From an optimization exercise on the open Yosys and OpenROAD flow, aimed at small area, a short achievable clock period and few clock cycles per item; shortcuts taken in it are not production practice.
No run shown here included a check of the RTL's function; only the layout flow was run.

**flow/run.sh**
```bash
#!/bin/bash
# synth_recipe.tcl (not shown) runs the flow's synth.tcl, then flattens the netlist and writes it again
# the make line also repeats each setting of config.mk as NAME=value (left out here)
make -C /OpenROAD-flow-scripts/flow DESIGN_CONFIG=/design/flow/config.mk WORK_HOME=/design/flow/orfs CLKGATE_MAP_FILE= SYNTH_SCRIPT=/design/flow/synth_recipe.tcl finish
```
**flow/config.mk**
```make
export PLATFORM = sky130hd
export DESIGN_NAME = expression_solver
export DESIGN_NICKNAME = expression_solver
export VERILOG_FILES = /design/flow/design.v
export SDC_FILE = /design/flow/constraint.sdc
export NUM_CORES = 4
export LEC_CHECK = 0
export CAP_MARGIN = 20
export CORE_MARGIN = 2
export CORE_UTILIZATION = 40
export SLEW_MARGIN = 20
```
**flow/constraint.sdc**
```tcl
create_clock -name core_clock -period 11.0 [get_ports {clk}]
set_input_delay 2.2000 -clock core_clock [delete_from_list [all_inputs] [get_ports {clk}]]
set_output_delay 2.2000 -clock core_clock [all_outputs]
set_load 0.01 [all_outputs]
```
**flow/design.v**
```verilog
module alu (
    input [15:0] m,
    input [7:0] x,
    input [15:0] k,
    output [15:0] y
);
    wire pp_0_0 = x[0] & m[0];
    wire pp_0_1 = x[0] & m[1];
    wire pp_0_2 = x[0] & m[2];
    wire pp_0_3 = x[0] & m[3];
    wire pp_0_4 = x[0] & m[4];
    wire pp_0_5 = x[0] & m[5];
    wire pp_0_6 = x[0] & m[6];
    wire pp_0_7 = x[0] & m[7];
    wire pp_0_8 = x[0] & m[8];
    wire pp_0_9 = x[0] & m[9];
    wire pp_0_10 = x[0] & m[10];
    wire pp_0_11 = x[0] & m[11];
    wire pp_0_12 = x[0] & m[12];
    wire pp_0_13 = x[0] & m[13];
    wire pp_0_14 = x[0] & m[14];
    wire pp_0_15 = x[0] & m[15];
    wire pp_1_0 = x[1] & m[0];
    wire pp_1_1 = x[1] & m[1];
    wire pp_1_2 = x[1] & m[2];
    wire pp_1_3 = x[1] & m[3];
    wire pp_1_4 = x[1] & m[4];
    wire pp_1_5 = x[1] & m[5];
    wire pp_1_6 = x[1] & m[6];
    wire pp_1_7 = x[1] & m[7];
    wire pp_1_8 = x[1] & m[8];
    wire pp_1_9 = x[1] & m[9];
    wire pp_1_10 = x[1] & m[10];
    wire pp_1_11 = x[1] & m[11];
    wire pp_1_12 = x[1] & m[12];
    wire pp_1_13 = x[1] & m[13];
    wire pp_1_14 = x[1] & m[14];
    wire pp_2_0 = x[2] & m[0];
    wire pp_2_1 = x[2] & m[1];
    wire pp_2_2 = x[2] & m[2];
    wire pp_2_3 = x[2] & m[3];
    wire pp_2_4 = x[2] & m[4];
    wire pp_2_5 = x[2] & m[5];
    wire pp_2_6 = x[2] & m[6];
    wire pp_2_7 = x[2] & m[7];
    wire pp_2_8 = x[2] & m[8];
    wire pp_2_9 = x[2] & m[9];
    wire pp_2_10 = x[2] & m[10];
    wire pp_2_11 = x[2] & m[11];
    wire pp_2_12 = x[2] & m[12];
    wire pp_2_13 = x[2] & m[13];
    wire pp_3_0 = x[3] & m[0];
    wire pp_3_1 = x[3] & m[1];
    wire pp_3_2 = x[3] & m[2];
    wire pp_3_3 = x[3] & m[3];
    wire pp_3_4 = x[3] & m[4];
    wire pp_3_5 = x[3] & m[5];
    wire pp_3_6 = x[3] & m[6];
    wire pp_3_7 = x[3] & m[7];
    wire pp_3_8 = x[3] & m[8];
    wire pp_3_9 = x[3] & m[9];
    wire pp_3_10 = x[3] & m[10];
    wire pp_3_11 = x[3] & m[11];
    wire pp_3_12 = x[3] & m[12];
    wire pp_4_0 = x[4] & m[0];
    wire pp_4_1 = x[4] & m[1];
    wire pp_4_2 = x[4] & m[2];
    wire pp_4_3 = x[4] & m[3];
    wire pp_4_4 = x[4] & m[4];
    wire pp_4_5 = x[4] & m[5];
    wire pp_4_6 = x[4] & m[6];
    wire pp_4_7 = x[4] & m[7];
    wire pp_4_8 = x[4] & m[8];
    wire pp_4_9 = x[4] & m[9];
    wire pp_4_10 = x[4] & m[10];
    wire pp_4_11 = x[4] & m[11];
    wire pp_5_0 = x[5] & m[0];
    wire pp_5_1 = x[5] & m[1];
    wire pp_5_2 = x[5] & m[2];
    wire pp_5_3 = x[5] & m[3];
    wire pp_5_4 = x[5] & m[4];
    wire pp_5_5 = x[5] & m[5];
    wire pp_5_6 = x[5] & m[6];
    wire pp_5_7 = x[5] & m[7];
    wire pp_5_8 = x[5] & m[8];
    wire pp_5_9 = x[5] & m[9];
    wire pp_5_10 = x[5] & m[10];
    wire pp_6_0 = x[6] & m[0];
    wire pp_6_1 = x[6] & m[1];
    wire pp_6_2 = x[6] & m[2];
    wire pp_6_3 = x[6] & m[3];
    wire pp_6_4 = x[6] & m[4];
    wire pp_6_5 = x[6] & m[5];
    wire pp_6_6 = x[6] & m[6];
    wire pp_6_7 = x[6] & m[7];
    wire pp_6_8 = x[6] & m[8];
    wire pp_6_9 = x[6] & m[9];
    wire pp_7_0 = x[7] & m[0];
    wire pp_7_1 = x[7] & m[1];
    wire pp_7_2 = x[7] & m[2];
    wire pp_7_3 = x[7] & m[3];
    wire pp_7_4 = x[7] & m[4];
    wire pp_7_5 = x[7] & m[5];
    wire pp_7_6 = x[7] & m[6];
    wire pp_7_7 = x[7] & m[7];
    wire pp_7_8 = x[7] & m[8];
    wire s1, c2;
    assign s1 = pp_0_5 ^ pp_1_4;
    assign c2 = pp_0_5 & pp_1_4;
    wire s3, c4;
    assign s3 = pp_0_6 ^ pp_1_5 ^ pp_2_4;
    assign c4 = (pp_0_6 & pp_1_5) | (pp_0_6 & pp_2_4) | (pp_1_5 & pp_2_4);
    wire s5, c6;
    assign s5 = pp_3_3 ^ pp_4_2;
    assign c6 = pp_3_3 & pp_4_2;
    wire s7, c8;
    assign s7 = pp_0_7 ^ pp_1_6 ^ pp_2_5;
    assign c8 = (pp_0_7 & pp_1_6) | (pp_0_7 & pp_2_5) | (pp_1_6 & pp_2_5);
    wire s9, c10;
    assign s9 = pp_3_4 ^ pp_4_3 ^ pp_5_2;
    assign c10 = (pp_3_4 & pp_4_3) | (pp_3_4 & pp_5_2) | (pp_4_3 & pp_5_2);
    wire s11, c12;
    assign s11 = pp_6_1 ^ pp_7_0;
    assign c12 = pp_6_1 & pp_7_0;
    wire s13, c14;
    assign s13 = pp_0_8 ^ pp_1_7 ^ pp_2_6;
    assign c14 = (pp_0_8 & pp_1_7) | (pp_0_8 & pp_2_6) | (pp_1_7 & pp_2_6);
    wire s15, c16;
    assign s15 = pp_3_5 ^ pp_4_4 ^ pp_5_3;
    assign c16 = (pp_3_5 & pp_4_4) | (pp_3_5 & pp_5_3) | (pp_4_4 & pp_5_3);
    wire s17, c18;
    assign s17 = pp_6_2 ^ pp_7_1 ^ k[8];
    assign c18 = (pp_6_2 & pp_7_1) | (pp_6_2 & k[8]) | (pp_7_1 & k[8]);
    wire s19, c20;
    assign s19 = pp_0_9 ^ pp_1_8 ^ pp_2_7;
    assign c20 = (pp_0_9 & pp_1_8) | (pp_0_9 & pp_2_7) | (pp_1_8 & pp_2_7);
    wire s21, c22;
    assign s21 = pp_3_6 ^ pp_4_5 ^ pp_5_4;
    assign c22 = (pp_3_6 & pp_4_5) | (pp_3_6 & pp_5_4) | (pp_4_5 & pp_5_4);
    wire s23, c24;
    assign s23 = pp_6_3 ^ pp_7_2 ^ k[9];
    assign c24 = (pp_6_3 & pp_7_2) | (pp_6_3 & k[9]) | (pp_7_2 & k[9]);
    wire s25, c26;
    assign s25 = pp_0_10 ^ pp_1_9 ^ pp_2_8;
    assign c26 = (pp_0_10 & pp_1_9) | (pp_0_10 & pp_2_8) | (pp_1_9 & pp_2_8);
    wire s27, c28;
    assign s27 = pp_3_7 ^ pp_4_6 ^ pp_5_5;
    assign c28 = (pp_3_7 & pp_4_6) | (pp_3_7 & pp_5_5) | (pp_4_6 & pp_5_5);
    wire s29, c30;
    assign s29 = pp_6_4 ^ pp_7_3 ^ k[10];
    assign c30 = (pp_6_4 & pp_7_3) | (pp_6_4 & k[10]) | (pp_7_3 & k[10]);
    wire s31, c32;
    assign s31 = pp_0_11 ^ pp_1_10 ^ pp_2_9;
    assign c32 = (pp_0_11 & pp_1_10) | (pp_0_11 & pp_2_9) | (pp_1_10 & pp_2_9);
    wire s33, c34;
    assign s33 = pp_3_8 ^ pp_4_7 ^ pp_5_6;
    assign c34 = (pp_3_8 & pp_4_7) | (pp_3_8 & pp_5_6) | (pp_4_7 & pp_5_6);
    wire s35, c36;
    assign s35 = pp_6_5 ^ pp_7_4 ^ k[11];
    assign c36 = (pp_6_5 & pp_7_4) | (pp_6_5 & k[11]) | (pp_7_4 & k[11]);
    wire s37, c38;
    assign s37 = pp_0_12 ^ pp_1_11 ^ pp_2_10;
    assign c38 = (pp_0_12 & pp_1_11) | (pp_0_12 & pp_2_10) | (pp_1_11 & pp_2_10);
    wire s39, c40;
    assign s39 = pp_3_9 ^ pp_4_8 ^ pp_5_7;
    assign c40 = (pp_3_9 & pp_4_8) | (pp_3_9 & pp_5_7) | (pp_4_8 & pp_5_7);
    wire s41, c42;
    assign s41 = pp_6_6 ^ pp_7_5 ^ k[12];
    assign c42 = (pp_6_6 & pp_7_5) | (pp_6_6 & k[12]) | (pp_7_5 & k[12]);
    wire s43, c44;
    assign s43 = pp_0_13 ^ pp_1_12 ^ pp_2_11;
    assign c44 = (pp_0_13 & pp_1_12) | (pp_0_13 & pp_2_11) | (pp_1_12 & pp_2_11);
    wire s45, c46;
    assign s45 = pp_3_10 ^ pp_4_9 ^ pp_5_8;
    assign c46 = (pp_3_10 & pp_4_9) | (pp_3_10 & pp_5_8) | (pp_4_9 & pp_5_8);
    wire s47, c48;
    assign s47 = pp_6_7 ^ pp_7_6 ^ k[13];
    assign c48 = (pp_6_7 & pp_7_6) | (pp_6_7 & k[13]) | (pp_7_6 & k[13]);
    wire s49, c50;
    assign s49 = pp_0_14 ^ pp_1_13 ^ pp_2_12;
    assign c50 = (pp_0_14 & pp_1_13) | (pp_0_14 & pp_2_12) | (pp_1_13 & pp_2_12);
    wire s51, c52;
    assign s51 = pp_3_11 ^ pp_4_10 ^ pp_5_9;
    assign c52 = (pp_3_11 & pp_4_10) | (pp_3_11 & pp_5_9) | (pp_4_10 & pp_5_9);
    wire s53, c54;
    assign s53 = pp_6_8 ^ pp_7_7 ^ k[14];
    assign c54 = (pp_6_8 & pp_7_7) | (pp_6_8 & k[14]) | (pp_7_7 & k[14]);
    wire s55, c56;
    assign s55 = pp_0_15 ^ pp_1_14 ^ pp_2_13;
    assign c56 = (pp_0_15 & pp_1_14) | (pp_0_15 & pp_2_13) | (pp_1_14 & pp_2_13);
    wire s57, c58;
    assign s57 = pp_3_12 ^ pp_4_11 ^ pp_5_10;
    assign c58 = (pp_3_12 & pp_4_11) | (pp_3_12 & pp_5_10) | (pp_4_11 & pp_5_10);
    wire s59, c60;
    assign s59 = pp_6_9 ^ pp_7_8 ^ k[15];
    assign c60 = (pp_6_9 & pp_7_8) | (pp_6_9 & k[15]) | (pp_7_8 & k[15]);
    wire s61, c62;
    assign s61 = pp_0_3 ^ pp_1_2;
    assign c62 = pp_0_3 & pp_1_2;
    wire s63, c64;
    assign s63 = pp_0_4 ^ pp_1_3 ^ pp_2_2;
    assign c64 = (pp_0_4 & pp_1_3) | (pp_0_4 & pp_2_2) | (pp_1_3 & pp_2_2);
    wire s65, c66;
    assign s65 = pp_3_1 ^ pp_4_0;
    assign c66 = pp_3_1 & pp_4_0;
    wire s67, c68;
    assign s67 = pp_2_3 ^ pp_3_2 ^ pp_4_1;
    assign c68 = (pp_2_3 & pp_3_2) | (pp_2_3 & pp_4_1) | (pp_3_2 & pp_4_1);
    wire s69, c70;
    assign s69 = pp_5_0 ^ k[5] ^ s1;
    assign c70 = (pp_5_0 & k[5]) | (pp_5_0 & s1) | (k[5] & s1);
    wire s71, c72;
    assign s71 = pp_5_1 ^ pp_6_0 ^ k[6];
    assign c72 = (pp_5_1 & pp_6_0) | (pp_5_1 & k[6]) | (pp_6_0 & k[6]);
    wire s73, c74;
    assign s73 = s3 ^ s5 ^ c2;
    assign c74 = (s3 & s5) | (s3 & c2) | (s5 & c2);
    wire s75, c76;
    assign s75 = k[7] ^ s7 ^ s9;
    assign c76 = (k[7] & s7) | (k[7] & s9) | (s7 & s9);
    wire s77, c78;
    assign s77 = s11 ^ c4 ^ c6;
    assign c78 = (s11 & c4) | (s11 & c6) | (c4 & c6);
    wire s79, c80;
    assign s79 = s13 ^ s15 ^ s17;
    assign c80 = (s13 & s15) | (s13 & s17) | (s15 & s17);
    wire s81, c82;
    assign s81 = c8 ^ c10 ^ c12;
    assign c82 = (c8 & c10) | (c8 & c12) | (c10 & c12);
    wire s83, c84;
    assign s83 = s19 ^ s21 ^ s23;
    assign c84 = (s19 & s21) | (s19 & s23) | (s21 & s23);
    wire s85, c86;
    assign s85 = c14 ^ c16 ^ c18;
    assign c86 = (c14 & c16) | (c14 & c18) | (c16 & c18);
    wire s87, c88;
    assign s87 = s25 ^ s27 ^ s29;
    assign c88 = (s25 & s27) | (s25 & s29) | (s27 & s29);
    wire s89, c90;
    assign s89 = c20 ^ c22 ^ c24;
    assign c90 = (c20 & c22) | (c20 & c24) | (c22 & c24);
    wire s91, c92;
    assign s91 = s31 ^ s33 ^ s35;
    assign c92 = (s31 & s33) | (s31 & s35) | (s33 & s35);
    wire s93, c94;
    assign s93 = c26 ^ c28 ^ c30;
    assign c94 = (c26 & c28) | (c26 & c30) | (c28 & c30);
    wire s95, c96;
    assign s95 = s37 ^ s39 ^ s41;
    assign c96 = (s37 & s39) | (s37 & s41) | (s39 & s41);
    wire s97, c98;
    assign s97 = c32 ^ c34 ^ c36;
    assign c98 = (c32 & c34) | (c32 & c36) | (c34 & c36);
    wire s99, c100;
    assign s99 = s43 ^ s45 ^ s47;
    assign c100 = (s43 & s45) | (s43 & s47) | (s45 & s47);
    wire s101, c102;
    assign s101 = c38 ^ c40 ^ c42;
    assign c102 = (c38 & c40) | (c38 & c42) | (c40 & c42);
    wire s103, c104;
    assign s103 = s49 ^ s51 ^ s53;
    assign c104 = (s49 & s51) | (s49 & s53) | (s51 & s53);
    wire s105, c106;
    assign s105 = c44 ^ c46 ^ c48;
    assign c106 = (c44 & c46) | (c44 & c48) | (c46 & c48);
    wire s107, c108;
    assign s107 = s55 ^ s57 ^ s59;
    assign c108 = (s55 & s57) | (s55 & s59) | (s57 & s59);
    wire s109, c110;
    assign s109 = c50 ^ c52 ^ c54;
    assign c110 = (c50 & c52) | (c50 & c54) | (c52 & c54);
    wire s111, c112;
    assign s111 = pp_0_2 ^ pp_1_1;
    assign c112 = pp_0_2 & pp_1_1;
    wire s113, c114;
    assign s113 = pp_2_1 ^ pp_3_0 ^ k[3];
    assign c114 = (pp_2_1 & pp_3_0) | (pp_2_1 & k[3]) | (pp_3_0 & k[3]);
    wire s115, c116;
    assign s115 = k[4] ^ s63 ^ s65;
    assign c116 = (k[4] & s63) | (k[4] & s65) | (s63 & s65);
    wire s117, c118;
    assign s117 = s67 ^ s69 ^ c64;
    assign c118 = (s67 & s69) | (s67 & c64) | (s69 & c64);
    wire s119, c120;
    assign s119 = s71 ^ s73 ^ c68;
    assign c120 = (s71 & s73) | (s71 & c68) | (s73 & c68);
    wire s121, c122;
    assign s121 = s75 ^ s77 ^ c72;
    assign c122 = (s75 & s77) | (s75 & c72) | (s77 & c72);
    wire s123, c124;
    assign s123 = s79 ^ s81 ^ c76;
    assign c124 = (s79 & s81) | (s79 & c76) | (s81 & c76);
    wire s125, c126;
    assign s125 = s83 ^ s85 ^ c80;
    assign c126 = (s83 & s85) | (s83 & c80) | (s85 & c80);
    wire s127, c128;
    assign s127 = s87 ^ s89 ^ c84;
    assign c128 = (s87 & s89) | (s87 & c84) | (s89 & c84);
    wire s129, c130;
    assign s129 = s91 ^ s93 ^ c88;
    assign c130 = (s91 & s93) | (s91 & c88) | (s93 & c88);
    wire s131, c132;
    assign s131 = s95 ^ s97 ^ c92;
    assign c132 = (s95 & s97) | (s95 & c92) | (s97 & c92);
    wire s133, c134;
    assign s133 = s99 ^ s101 ^ c96;
    assign c134 = (s99 & s101) | (s99 & c96) | (s101 & c96);
    wire s135, c136;
    assign s135 = s103 ^ s105 ^ c100;
    assign c136 = (s103 & s105) | (s103 & c100) | (s105 & c100);
    wire s137, c138;
    assign s137 = s107 ^ s109 ^ c104;
    assign c138 = (s107 & s109) | (s107 & c104) | (s109 & c104);
    wire s139, c140;
    assign s139 = pp_0_1 ^ pp_1_0;
    assign c140 = pp_0_1 & pp_1_0;
    wire s141, c142;
    assign s141 = pp_2_0 ^ k[2] ^ s111;
    assign c142 = (pp_2_0 & k[2]) | (pp_2_0 & s111) | (k[2] & s111);
    wire s143, c144;
    assign s143 = s61 ^ s113 ^ c112;
    assign c144 = (s61 & s113) | (s61 & c112) | (s113 & c112);
    wire s145, c146;
    assign s145 = c62 ^ s115 ^ c114;
    assign c146 = (c62 & s115) | (c62 & c114) | (s115 & c114);
    wire s147, c148;
    assign s147 = c66 ^ s117 ^ c116;
    assign c148 = (c66 & s117) | (c66 & c116) | (s117 & c116);
    wire s149, c150;
    assign s149 = c70 ^ s119 ^ c118;
    assign c150 = (c70 & s119) | (c70 & c118) | (s119 & c118);
    wire s151, c152;
    assign s151 = c74 ^ s121 ^ c120;
    assign c152 = (c74 & s121) | (c74 & c120) | (s121 & c120);
    wire s153, c154;
    assign s153 = c78 ^ s123 ^ c122;
    assign c154 = (c78 & s123) | (c78 & c122) | (s123 & c122);
    wire s155, c156;
    assign s155 = c82 ^ s125 ^ c124;
    assign c156 = (c82 & s125) | (c82 & c124) | (s125 & c124);
    wire s157, c158;
    assign s157 = c86 ^ s127 ^ c126;
    assign c158 = (c86 & s127) | (c86 & c126) | (s127 & c126);
    wire s159, c160;
    assign s159 = c90 ^ s129 ^ c128;
    assign c160 = (c90 & s129) | (c90 & c128) | (s129 & c128);
    wire s161, c162;
    assign s161 = c94 ^ s131 ^ c130;
    assign c162 = (c94 & s131) | (c94 & c130) | (s131 & c130);
    wire s163, c164;
    assign s163 = c98 ^ s133 ^ c132;
    assign c164 = (c98 & s133) | (c98 & c132) | (s133 & c132);
    wire s165, c166;
    assign s165 = c102 ^ s135 ^ c134;
    assign c166 = (c102 & s135) | (c102 & c134) | (s135 & c134);
    wire s167, c168;
    assign s167 = c106 ^ s137 ^ c136;
    assign c168 = (c106 & s137) | (c106 & c136) | (s137 & c136);
    wire [15:0] r0 = {s167, s165, s163, s161, s159, s157, s155, s153, s151, s149, s147, s145, s143, s141, k[1], pp_0_0};
    wire [15:0] r1 = {c166, c164, c162, c160, c158, c156, c154, c152, c150, c148, c146, c144, c142, c140, s139, k[0]};
    assign y = r0 + r1;
endmodule
module mux
(
    input select,
    input [15:0] a,
    input [15:0] b,
    output [15:0] out
);
    assign out = select ? b : a;
endmodule
module register
(
    input clk,
    input hold,
    input [15:0] in,
    output reg [15:0] out
);
    always @(posedge clk)
    begin
        if (!hold) out <= in;
    end
endmodule
module control (
    input clk,
    input rst,
    input start,
    output reg busy,
    output reg done
);
    always @(posedge clk or posedge rst)
    begin
        if (rst) begin
            busy <= 1'b0;
            done <= 1'b0;
        end else begin
            if (start) busy <= 1'b1;
            done <= busy;
        end
    end
endmodule
module operative
(
    input clk,
    input busy,
    input done,
    input [7:0] X,
    input [15:0] A,
    input [15:0] B,
    input [15:0] C,
    output [15:0] T,
    output [15:0] mac_out
);
    wire [15:0] m, k;
    mux mux_m (busy, A, T, m);
    mux mux_k (busy, B, C, k);
    alu alu_0 (m, X, k, mac_out);
    register reg_t (clk, done, mac_out, T);
endmodule
module expression_solver
(
    input clk,
    input rst,
    input start,
    input [7:0] X,
    input [15:0] A,
    input [15:0] B,
    input [15:0] C,
    output [15:0] result,
    output zero,
    output overflow,
    output completed
);
    wire busy, done;
    wire [15:0] T, mac_out;
    control control_block (clk, rst, start, busy, done);
    operative operative_block (clk, busy, done, X, A, B, C, T, mac_out);
    assign completed = busy;
    mux mux_r (done, mac_out, T, result);
    assign zero = ~|result;
    assign overflow = 1'b0;
endmodule
```
==> summary.txt, run 1 <==
Global-route wire length before repair -> 18100 µm
Max-Cap Viols -> 0
Critical path data arrival time -> 8.37 ns
Clk root buf -> clkbuf_8
First-pass iteration count of the detailed router -> 4
Largest family of logic cells by synthesized area -> adder cells
Critical Path Sink Type -> output port
Number of fill cells -> 1002
CTS buffer count -> 3
Met3 Track Usage GR -> 2.37%
Post-CTS setup buffer count -> 0
Crit Path Category -> input port to output port
Bufs on Longest Clock Path -> 2
Clock Skews -> 0.00164 ns
H-tree depth -> 1
Post-synth EDFFs -> 0
Synth Register Bits -> 18
CP Max Fanout -> 8
Min Tclk post-route -> 10.57 ns
Setup Total Neg Slack -> 0 ns
Initial core utilization -> 41.5%
PostCTS Resize Cnt -> 0
Synth Area in XOR/XNOR -> 5.93%
Drt drc -> 0
Status -> timing/DRC/antenna clean
Largest net degree at the start of global routing -> 32
Synth Warn # -> 2
Post-Synthesis Cell Area -> 4070 µm²
Worst rel slew slack -> 37.1%
# hold bufs at CTS -> 0
Core area -> 9820 µm²
Synth-to-Final Area Change -> 24.1%
Initial antenna violation count -> 0
Mux contribution to synthesized area -> 9.16%
Count of pins over their slew limit -> 0
Net count after synthesis -> 608
Most common cell after layout, fill and taps aside -> inv_1
CTS tree -> yes
Req. time, crit path -> 8.80 ns
Cell row count -> 36
Sequential-to-total area share from yosys stat -> 9.10%
Worst slew pin tran -> 0.944 ns
Post-Synth Adder-Cell Area -> 41.7%
Vias in the first global route -> 3619
Min Hold Slack -> 0.493 ns
Post-synthesis compound-gate area fraction -> 7.90%
Number of diodes -> 0
Period utilization -> 96.1%
Grt met2 use -> 37.4%
I/O pins -> 78
Clock sink total -> 18
Detailed Route Iter0 Violations -> 153
Asr flop ratio synth -> 11.1%
Grt met1 use -> 26.4%
Gr usage total -> 20.8%
Antenna viol nets, final -> 0
Highest-count cells in the layout ignoring fill and taps -> inv_1, clkdlybuf4s50_1, fa_1
Layout cell share with drive strength beyond 1 -> 8.11%
Total number of vias -> 3296
Vias per Instance -> 4.97
Synth cell types -> 46
Post-DP HPWL -> 9400 µm
Clock transition at path regs -> 0.07 ns
Total congestion overflow -> 0
Routability Congestion -> 0.861
Mapped Avg Cell Area -> 8.93 µm²
Synth Area in Simple Gates -> 17.3%
Avg WL per Cell -> 16.2 µm
Most Crowded Layer GR -> met2
Die width -> 105 µm
Die height -> 105 µm
Final Hold Fails -> 0
Max Clk Rate -> 94.6 MHz
Skew-Pair Late Insertion Delay -> 0.26 ns
Gate count of the mapped netlist -> 456
CP startpoint kind -> input port
RSZ-0062 raised after global routing -> false
Detailed Route WL -> 10800 µm
Final setup fails -> 0
Fin nets -> 683
Die ar. -> 11000 µm²
Most used DFF post-synth -> dfxtp_1
Type of the worst min-delay path -> flop to flop
# port buffers -> 76
==> routing by layer <==
| layer | vias up | wire length [µm] |
|---|---|---|
| li1 | 1569 | - |
| met1 | 1635 | 4610 |
| met2 | 76 | 5550 |
| met3 | 16 | 413 |
| met4 | 0 | 207 |
| met5 | - | 0 |
==> final timing paths <==
kind / from / endpoint / slack, ns / cells past startpoint
max: A[7] / zero / 0.43 / 19
min: operative_block.reg_t.out[8]$_DFF_P_ / operative_block.reg_t.out[8]$_DFF_P_ / 0.49 / 2
max reg2reg: control_block.busy$_DFFE_PP0P_ / operative_block.reg_t.out[15]$_DFF_P_ / 5.04 / 17
max in group asynchronous: rst / control_block.busy$_DFFE_PP0P_ / 8.79 / 2
min reg2reg: operative_block.reg_t.out[8]$_DFF_P_ / operative_block.reg_t.out[8]$_DFF_P_ / 0.49 / 2
min in group asynchronous: rst / control_block.busy$_DFFE_PP0P_ / 2.09 / 2
==> metrics by stage <==
stage	instances	utilization (%)	area (µm²)	setup slack [ns]
3_3_place_gp	659	50.9	4990	0.536
3_5_place_dp	659	50.9	4990	0.465
6_report	663	51.4	5050	0.429
5_1_grt	663	51.4	5050	0.159
4_1_cts	663	51.4	5050	0.409
2_1_floorplan	456	-	4070	1.67
==> state kept, by name, indices dropped and copies added (netlist names) <==
name                       cells
control_block.busy             1
operative_block.reg_t.out     16
control_block.done             1
==> cell usage after synthesis (5+ instances only) <==
| cell type | number | area, µm² |
|---|---|---|
| a21oi_1 | 9 | 45.0 |
| and2_1 | 33 | 206 |
| clkbuf_1 | 10 | 37.5 |
| dfxtp_1 | 16 | 320 |
| fa_1 | 71 | 1420 |
| ha_1 | 22 | 275 |
| inv_1 | 77 | 289 |
| mux2_2 | 25 | 282 |
| mux2i_1 | 8 | 80.1 |
| nand2_1 | 67 | 251 |
| nand2b_1 | 5 | 31.3 |
| nor2_1 | 8 | 30.0 |
| nor2b_1 | 12 | 75.1 |
| nor3_1 | 5 | 25.0 |
| o21ai_0 | 12 | 60.1 |
| xnor2_1 | 13 | 114 |
| xor2_1 | 12 | 105 |
==> critical path, cell delays in order <==
cell             delay (ns)
clkdlybuf4s50_1        0.43
mux2_2                 0.35
and2_1                 0.20
fa_1                   0.56
fa_1                   0.44
fa_1                   0.55
inv_1                  0.05
fa_1                   0.49
inv_1                  0.04
ha_1                   0.34
a21o_1                 0.21
or3_1                  0.33
o21a_1                 0.22
xnor2_1                0.18
o21ai_1                0.11
nor4_1                 0.31
or4b_1                 0.53
nor4_2                 0.24
clkdlybuf4s50_1        0.58
==> kinds of logic after synthesis <==
family                     Yosys count
other                                1
adders and majority gates           93
xor gates and xnor gates            26
and+or+nand+nor                    141
AOI/OAI and AO/OA                   51
DFF                                 18
muxes                               34
buffers and inverters               92
==> final cells by class <==
type                    instances  area, µm²  area share [%]
well taps                     133        166            3.30
repair buffers                 85        828            16.4
clock buffers                   4       55.1            1.09
flip-flops and latches         18        372            7.36
multi-input cells             346       3340            66.1
inverters                      77        289            5.72
==> run 2, diff against run 1 <==
==> flow/flow/run.sh (new file) <==
#!/bin/bash
# The standard layout, with the port buffers made from the smallest buffer
# (buf_1) instead of the delay buffer buffer_ports picks by default; the
# resizer still upsizes them where timing, slew or load ask for it.
set -euo pipefail
export BUFFER_PORTS_ARGS="-buffer_cell sky130_fd_sc_hd__buf_1"
bash standard.sh > standard_finish.log 2>&1
==> flow/standard.sh (new file) <==
#!/bin/bash
# synth_recipe.tcl (not shown) runs the flow's synth.tcl, then flattens the netlist and writes it again
# the make line also repeats each setting of config.mk as NAME=value (left out here)
make -C /OpenROAD-flow-scripts/flow DESIGN_CONFIG=/design/flow/config.mk WORK_HOME=/design/flow/orfs CLKGATE_MAP_FILE= SYNTH_SCRIPT=/design/flow/synth_recipe.tcl "${@:-finish}"
removed: flow/run.sh
==> summary.txt, run 2 <==
Post-Synth Adder-Cell Area -> 41.7%
Post-Synthesis Cell Area -> 4070 µm²
Layout cell share with drive strength beyond 1 -> 7.59%
Top Registers -> operative_block.reg_t.out: 16 flops, control_block.busy: 1 flops, control_block.done: 1 flops
Initial core utilization -> 41.5%
Period utilization -> 89.8%
Asr flop ratio synth -> 11.1%
Skew-Pair Late Insertion Delay -> 0.25 ns
Max-Cap Viols -> 0
Final Hold Fails -> 0
Req. time, crit path -> 8.80 ns
Synth cell types -> 46
Cell family with most CP delay -> adder cells
CP Max Fanout -> 8
Critical path data arrival time -> 7.68 ns
Status -> timing/DRC/antenna clean
Type of the worst min-delay path -> flop to flop
Max reg flops -> 16
Final worst setup slack -> 1.12 ns
Synth top area share -> 34.9%
Critical path's slowest cell -> or4b_1
Gr usage total -> 20.1%
Pre-CTS setup slack -> 1.16 ns
PostCTS Resize Cnt -> 0
CTS tree -> yes
Finished Core Util -> 46.4%
Clock Skews -> 0.00308 ns
Post-DP HPWL -> 9010 µm
Vias in the first global route -> 3550
Routability Congestion -> 0.905
RSZ-0062 raised after global routing -> false
Bufs on Longest Clock Path -> 2
Initial antenna violation count -> 0
Min Tclk post-route -> 9.88 ns
Antenna viol nets, final -> 0
Largest Register -> operative_block.reg_t.out
# hold bufs at CTS -> 0
Clk root buf -> clkbuf_8
Post-CTS setup buffer count -> 0
CTS buffer count -> 3
Sequential-to-total area share from yosys stat -> 9.10%
Worst rel slew slack -> 54.5%
Setup slack, reg-to-reg -> 5.24 ns
Net count after synthesis -> 608
Crit path cell chain -> buf_1, mux2i_1, nor2b_1, fa_1, fa_1, fa_1, inv_1, fa_1, inv_1, ha_1, a21o_1, or3_1, o21a_1, a31oi_1, xor2_1, o21ai_1, or4b_1, nor4_2, buf_1
Worst slew pin tran -> 0.663 ns
Synth Register Bits -> 18
Largest net degree at the start of global routing -> 32
Synth-to-Final Area Change -> 11.8%
Synth cell count leaders -> inv_1, fa_1, nand2_1
Mapped Avg Cell Area -> 8.93 µm²
Crit Path Category -> input port to output port
Die ar. -> 11000 µm²
Synth Warn # -> 2
Synth area leader -> fa_1
Avg WL per Cell -> 16.0 µm
Clock sink total -> 18
Synth Area in Simple Gates -> 17.3%
Total congestion overflow -> 0
Detailed Route Iter0 Violations -> 122
Gate count of the mapped netlist -> 456
Mux contribution to synthesized area -> 9.16%
Number of diodes -> 0
Largest family of logic cells by synthesized area -> adder cells
Die width -> 105 µm
Vias per Instance -> 5.04
Max Clk Rate -> 101 MHz
CP max stage delay -> 0.61 ns
Detailed Route WL -> 10600 µm
Critical Path Sink Type -> output port
Setup Total Neg Slack -> 0 ns
# port buffers -> 76
Most common cell after layout, fill and taps aside -> inv_1
H-tree depth -> 1
Post-synthesis compound-gate area fraction -> 7.90%
Number of fill cells -> 1016
Post-synth EDFFs -> 0
Most frequent cell after synthesis -> inv_1
I/O pins -> 78
Most numerous cell on the critical path -> fa_1
Final setup fails -> 0
Highest-count cells in the layout ignoring fill and taps -> inv_1, buf_1, fa_1
Die height -> 105 µm
First-pass iteration count of the detailed router -> 4
Global-route wire length before repair -> 17800 µm
Drt drc -> 0
Fin nets -> 680
Synth Area in XOR/XNOR -> 5.93%
Most used DFF post-synth -> dfxtp_1
Total number of vias -> 3328
Synth area leaders -> fa_1, dfxtp_1, inv_1
Count of pins over their slew limit -> 0
Core area -> 9820 µm²
Crit path buffers/inverters -> 4
Clock transition at path regs -> 0.07 ns
Cell row count -> 36
CP startpoint kind -> input port
==> run 2: cell count changes in the layout (fill, tap and decap cells not counted), sizes merged <==
cell,delta
buf,+73
clkdlybuf4s50,-76
==> run 2: routing by layer <==
layer | wire [µm] | vias to the layer above | part of all wire (%) | GRT usage [%]
met1 | 4560 | 1640 | 43 | 27.5
met3 | 567 | 10 | 5.4 | 1.50
met2 | 5300 | 109 | 50 | 35.5
li1 | - | 1569 | - | -
met5 | 0 | - | 0 | 0
met4 | 134 | 0 | 1.3 | 3.43
==> run 2: cell type report <==
cell class | instances | area (µm²) | area share [%]
Multi-Input combinational cell | 346 | 3340 | 73.4
Sequential cell | 18 | 372 | 8.16
Timing Repair Buffer | 82 | 330 | 7.26
Inverter | 77 | 289 | 6.35
Tap cell | 133 | 166 | 3.66
Clock buffer | 4 | 55.1 | 1.21
==> run 2: tightest hold or removal path, cell delays in order (launching register included) <==
cell and delay, ns:
dfxtp_1 0.31, nand2_1 0.05, o21ai_1 0.08
==> run 2: path summary, 6_finish.rpt <==
kind,start,endpoint,cells past startpoint
max in group asynchronous,rst,control_block.busy$_DFFE_PP0P_,2
min reg2reg,operative_block.reg_t.out[8]$_DFF_P_,operative_block.reg_t.out[8]$_DFF_P_,2
min in group asynchronous,rst,control_block.done$_DFF_PP0_,2
min,operative_block.reg_t.out[8]$_DFF_P_,operative_block.reg_t.out[8]$_DFF_P_,2
max,A[2],zero,19
max reg2reg,control_block.busy$_DFFE_PP0P_,operative_block.reg_t.out[15]$_DFF_P_,16
==> run 2: kinds of logic after synthesis <==
logic type | count (synthesis)
AO/OA/AOI/OAI | 51
XOR/XNOR | 26
adder cells (fa/ha/maj) | 93
buffers and inverters | 92
flip-flops | 18
multiplexers | 34
other | 1
AND/OR/NAND/NOR | 141
==> run 2: through the flow <==
step	area [µm²]	std cells	hold slack [ns]
after floorplan	4070	456	0.430
after global placement	4500	656	0.482
after detailed placement	4500	656	0.482
after CTS	4550	660	0.492
after global routing	4550	660	0.523
final	4550	660	0.492

==> port drivers added, routing unchanged <==
In the flow no input, the clock included, has a driving cell. The finished layouts below were timed again as built, in two steps. Step 1 (the two cells are an assumption about what drives the block):
set clk [get_ports {clk}]
set_driving_cell -lib_cell sky130_fd_sc_hd__clkbuf_16 $clk
set_driving_cell -lib_cell sky130_fd_sc_hd__buf_2 [delete_from_list [all_inputs] $clk]
Step 2 moves the port delays by t, midway between the first and last clock arrival at a register: inputs arrive t later, outputs are due t later. That takes back most of the time a late clock gives input paths. a / b / c = ideal ports / drivers / drivers and shift; a / b = the first two.
| run | shift t [ns] | setup slack, ns | worst setup path at the end | worst register clock-pin slew, ns |
|---|---|---|---|---|
| run 1 | 0.284 | 0.429 / 0.401 / 0.401 | input to output | 0.07 / 0.07 |
| run 2 | 0.274 | 1.119 / 1.099 / 1.099 | input to output | 0.07 / 0.07 |
After both steps every run listed still meets setup and hold. The setup slack of run 1, which loses most, moves by -0.028 ns with the drivers and by -0.028 ns with both steps.
